This design comes from an exercise in tuning for small area and a short achievable clock period on the open sky130 flow, not from production work.
At most, simulation tests tie the RTL to the original design; equivalence was not proved.
Power is estimated from default activity; no workload was simulated.

==> flow/design.v <==
module Vcpu32Alu #(
   parameter K = 8                         
   ) (
   input    wire          clk,
   input    wire[0:31]    a,
   input    wire[0:31]    b,
   input    wire[0:7]     ac,
   output   wire[0:31]    r,
   output   wire          c,
   output   wire          n,
   output   wire          z,
   output   wire          err
   );
   localparam NG = 32 / K;
   wire        cin   = ac[0];
   wire [31:0] tA    = a << ac[3:4];
   wire [31:0] tB    = ac[1] ? ~b : b;
   wire [2:0]  op    = ac[5:7];
   wire        isAdd = ( op == 3'd3 );
   reg  [31:0] tL;
   always @(*) begin
      case ( op )
         3'd1:    tL = tA;
         3'd2:    tL = tB;
         3'd5:    tL = tA & tB;
         3'd6:    tL = tA | tB;
         3'd7:    tL = tA ^ tB;
         default: tL = 32'd0;
      endcase
   end
   wire [31:0]   gSum;
   wire [NG-1:0] gCout;
   genvar j;
   generate
      for ( j = 0; j < NG; j = j + 1 ) begin : grp
         if ( j == 0 ) begin : g0
            assign { gCout[j], gSum[K-1:0] } = tA[K-1:0] + tB[K-1:0] + cin;
         end else begin : gn
            assign { gCout[j], gSum[K*j+K-1:K*j] } = tA[K*j+K-1:K*j] + tB[K*j+K-1:K*j];
         end
      end
   endgenerate
   reg [31:0]   s1X;
   reg [NG-1:0] s1G;
   reg          s1Inv;
   always @( posedge clk ) begin
      s1X   <= isAdd ? gSum : tL;
      s1G   <= isAdd ? gCout : { NG { 1'b0 }};
      s1Inv <= ac[2];
   end
   wire [32:0] gVec;
   generate
      for ( j = 0; j < NG; j = j + 1 ) begin : gv
         assign gVec[K*j+K] = s1G[j];
         assign gVec[K*j+K-1:K*j+1] = 0;
      end
   endgenerate
   assign gVec[0] = 1'b0;
   wire [32:0] sum = { 1'b0, s1X } + gVec;
   reg [31:0] s2R;
   reg        s2C;
   always @( posedge clk ) begin
      s2R <= sum[31:0] ^ { 32 { s1Inv }};
      s2C <= sum[32];
   end
   assign r   = s2R;
   assign c   = s2C;
   assign n   = s2R[31];
   assign z   = ( s2R == 32'd0 );
   assign err = 1'b0;
endmodule
Settings: LEC_CHECK=0, CAP_MARGIN=20, CORE_MARGIN=2, CORE_UTILIZATION=40, SLEW_MARGIN=20; clock period 5.5 ns.
run.sh (not shown) runs the stock make flow with config.mk's settings and CLKGATE_MAP_FILE= SYNTH_SCRIPT=/design/flow/synth_recipe.tcl, a recipe that flattens the netlist after the stock synthesis.
The starting point finished with timing, DRC and antenna clean.
Edit:
--- a/flow/design.v
+++ b/flow/design.v
@@ -1,4 +1,4 @@
 module Vcpu32Alu #(
-   parameter K = 8                         
+   parameter K = 4                         
    ) (
    input    wire          clk,
=> The changed run finished with timing, DRC and antenna clean. Wire length shrinks by about 0.7%. Register-to-register slack got worse by 260 ps. Combinational power falls by 8.2%. Utilization goes up by 0.23 points. Clock skew is higher by 4.1 ps. Total power increases by about 2.3%. Sequential power rises by about 7%.
Function was not checked in any run of this note: the RTL went through the layout flow alone.

* * *

Another version of the RTL of Vcpu32Alu (not shown whole).
Size in the first run: ~510 cells after synthesis, ~82 flip-flops, roughly 110 I/O pins, roughly 0.0049 mm^2 of cells after synthesis.
Design Vcpu32Alu, start of the top module:
module Vcpu32Alu (
   input    wire          clk,
   input    wire[0:31]    a,
   input    wire[0:31]    b,
   input    wire[0:7]     ac,
   output   wire[0:31]    r,
   output   wire          c,
   output   wire          n,
   output   wire          z,
   output   wire          err
   );
   wire [31:0] A   = a;
   wire [31:0] B   = b;
   wire        cin = ac[0];
   wire        invB = ac[1];
   wire [1:0]  sh  = ac[3:4];
   wire [2:0]  op  = ac[5:7];
   wire isAdd = ( op == 3'd3 );
   wire selA  = ( op == 3'd1 );
   wire selB  = ( op == 3'd2 );
   wire selAnd = ( op == 3'd5 );
   wire selOr  = ( op == 3'd6 );
   wire selXor = ( op == 3'd7 );
   wire [31:0] tA = ( sh == 2'd0 ) ? A :
                    ( sh == 2'd1 ) ? { A[30:0], 1'b0 } :
                    ( sh == 2'd2 ) ? { A[29:0], 2'b00 } :
                                     { A[28:0], 3'b000 };
   wire [3:0]  fT = { selA | selB | selAnd | selOr,          
                      selA | isAdd | selOr | selXor,         
                      selB | isAdd | selOr | selXor,         
                      1'b0 };                                
   wire [3:0]  uT = invB ? { fT[2], fT[3], fT[0], fT[1] } : fT;
   wire        gP = isAdd & ~invB;                          
   wire        gN = isAdd & invB;                           
   wire [31:0] g  = tA & (( B & { 32 { gP }} ) | ( ~B & { 32 { gN }} ));
   wire        cinA = cin & isAdd;
   wire [31:0] tL = ( tA & B & { 32 { uT[3] }} ) | ( tA & ~B & { 32 { uT[2] }} ) | ( ~tA & B & { 32 { uT[1] }} ) |
                    ( ~tA & ~B & { 32 { uT[0] }} );
   wire [31:0] p  = tL;
   wire s1c0_g0_1 = g[1] | ( p[1] & g[0] );
   wire s1c0_p0_1 = p[1] & p[0];
   wire sum_0 = tL[0] ^ cinA;
   wire sum_1 = tL[1] ^ ( g[0] | ( p[0] & cinA ));
   wire gco_0 = ( s1c0_g0_1 | ( s1c0_p0_1 & cinA ));
   wire s1c1_g0_1 = g[3] | ( p[3] & g[2] );
   wire s1c1_p0_1 = p[3] & p[2];
   wire sum_2 = tL[2];
  ...
==> flow/config.mk <==
export PLATFORM = sky130hd
export DESIGN_NAME = Vcpu32Alu
export DESIGN_NICKNAME = Vcpu32Alu
export VERILOG_FILES = /design/flow/design.v
export SDC_FILE = /design/flow/constraint.sdc
export NUM_CORES = 4
export LEC_CHECK = 0
export CAP_MARGIN = 20
export CORE_MARGIN = 2
export CORE_UTILIZATION = 60
export CTS_BUF_LIST = sky130_fd_sc_hd__clkbuf_4 sky130_fd_sc_hd__clkbuf_8
export SETUP_SLACK_MARGIN = 3.0
export SLEW_MARGIN = 20
==> flow/constraint.sdc <==
create_clock -name core_clock -period 5.5 [get_ports {clk}]
set_input_delay 1.1000 -clock core_clock [delete_from_list [all_inputs] [get_ports {clk}]]
set_output_delay 1.1000 -clock core_clock [all_outputs]
set_load 0.01 [all_outputs]
standard.sh (not shown) runs the stock make flow with config.mk's settings and CLKGATE_MAP_FILE= SYNTH_SCRIPT=/design/flow/synth_recipe.tcl, a recipe that flattens the netlist after the stock synthesis.
==> flow/flow/run.sh <==
#!/bin/bash
# Layout flow: the standard layout (standard.sh: the standard synthesis script and ORFS steps), with
# two changes:
#  - each input and output port is buffered with a plain sky130_fd_sc_hd__buf_1 (PORT_BUF) rather than
#    the delay buffer that buffer_ports picks by default;
#  - the 4-input multiplexer cells (slow select inputs) are added to the platform's don't-use list
#    (EXTRA_DONT_USE), so synthesis builds the A pre-shift from 2-input multiplexers.
# The whole make output goes to standard_flow.log in the work folder; ORFS's per-step logs are
# under orfs/logs/.
set -euo pipefail
cd "$(dirname "${BASH_SOURCE[0]}")/.."
PORT_BUF=sky130_fd_sc_hd__buf_1
EXTRA_DONT_USE="sky130_fd_sc_hd__mux4_1 sky130_fd_sc_hd__mux4_2 sky130_fd_sc_hd__mux4_4"
export BUFFER_PORTS_ARGS="-buffer_cell ${PORT_BUF}"
# the platform's own don't-use list, as ORFS's make computes it
PLATFORM_DONT_USE=$(make -s -C "$FLOW_HOME" DESIGN_CONFIG="$PWD/config.mk" WORK_HOME="$PWD/orfs" \
  print-DONT_USE_CELLS 2> dont_use_probe.log | sed -n 's/^DONT_USE_CELLS: *//p')
echo "platform don't-use: $PLATFORM_DONT_USE" > dont_use.log
[[ -n "$PLATFORM_DONT_USE" ]]
bash standard.sh "DONT_USE_CELLS=${PLATFORM_DONT_USE} ${EXTRA_DONT_USE}" finish > standard_flow.log 2>&1
Then changed:
--- a/flow/design.v
+++ b/flow/design.v
@@ -27,20 +27,26 @@
                                      { A[28:0], 3'b000 };
    wire [3:0]  fT = { selA | selB | selAnd | selOr,          
                       selA | isAdd | selOr | selXor,         
                       selB | isAdd | selOr | selXor,         
                       1'b0 };                                
    wire [3:0]  uT = invB ? { fT[2], fT[3], fT[0], fT[1] } : fT;
    wire        gP = isAdd & ~invB;                          
    wire        gN = isAdd & invB;                           
-   wire [31:0] g  = tA & (( B & { 32 { gP }} ) | ( ~B & { 32 { gN }} ));
+   wire [31:0] g;
    wire        cinA = cin & isAdd;
-   wire [31:0] tL = ( tA & B & { 32 { uT[3] }} ) | ( tA & ~B & { 32 { uT[2] }} ) | ( ~tA & B & { 32 { uT[1] }} ) |
-                    ( ~tA & ~B & { 32 { uT[0] }} );
+   wire [31:0] tL;
+   genvar k;
+   generate
+      for ( k = 0; k < 32; k = k + 1 ) begin : lut
+         assign tL[k] = tA[k] ? ( B[k] ? uT[3] : uT[2] ) : ( B[k] ? uT[1] : uT[0] );
+         assign g[k]  = tA[k] & ( B[k] ? gP : gN );
+      end
+   endgenerate
    wire [31:0] p  = tL;
    wire s1c0_g0_1 = g[1] | ( p[1] & g[0] );
    wire s1c0_p0_1 = p[1] & p[0];
    wire sum_0 = tL[0] ^ cinA;
    wire sum_1 = tL[1] ^ ( g[0] | ( p[0] & cinA ));
    wire gco_0 = ( s1c0_g0_1 | ( s1c0_p0_1 & cinA ));
    wire s1c1_g0_1 = g[3] | ( p[3] & g[2] );
    wire s1c1_p0_1 = p[3] & p[2];
Result:
- utilization goes down by 0.17 points
- first-iteration DRC count went down by 17%
- total power shrinks by 7.1%
- synthesized cell count came out higher by 2.6%
- wire length goes up by 2.0%
- global-route usage goes down by 0.73 points
Function not checked in the second run of this note: the RTL went through the layout flow alone.

-- separate check: timing with driven ports --
No port has a modelled driver above. Below, the same layouts with a new extraction and two added sets of constraints. Step 1, drivers: a clkbuf_16 drives clk and a buf_2 each remaining input, both assumed. Step 2 also shifts input and output timing later by t, the mid clock arrival at the registers, as if the neighbouring blocks saw the same clock. Three values: ideal, step 1, step 2; two values: the first two.
| run | t, ns | slack for setup (ns) | latest minus earliest clock arrival (ns) |
|---|---|---|---|
| the first run of note 1 | 0.362 | 1.608 / 1.623 / 1.261 | 0.006 / 0.006 |
| the second run of note 1 | 0.363 | 1.359 / 1.374 / 1.011 | 0.011 / 0.011 |
| the first run of note 2 | 0.368 | 3.058 / 3.034 / 2.731 | 0.011 / 0.011 |
| the second run of note 2 | 0.363 | 3.070 / 3.041 / 2.723 | 0.013 / 0.013 |
After both steps every run listed still meets setup and hold. For the second run of note 1, which loses most, drivers alone change the setup slack by +0.015 ns; drivers and shift together by -0.348 ns.
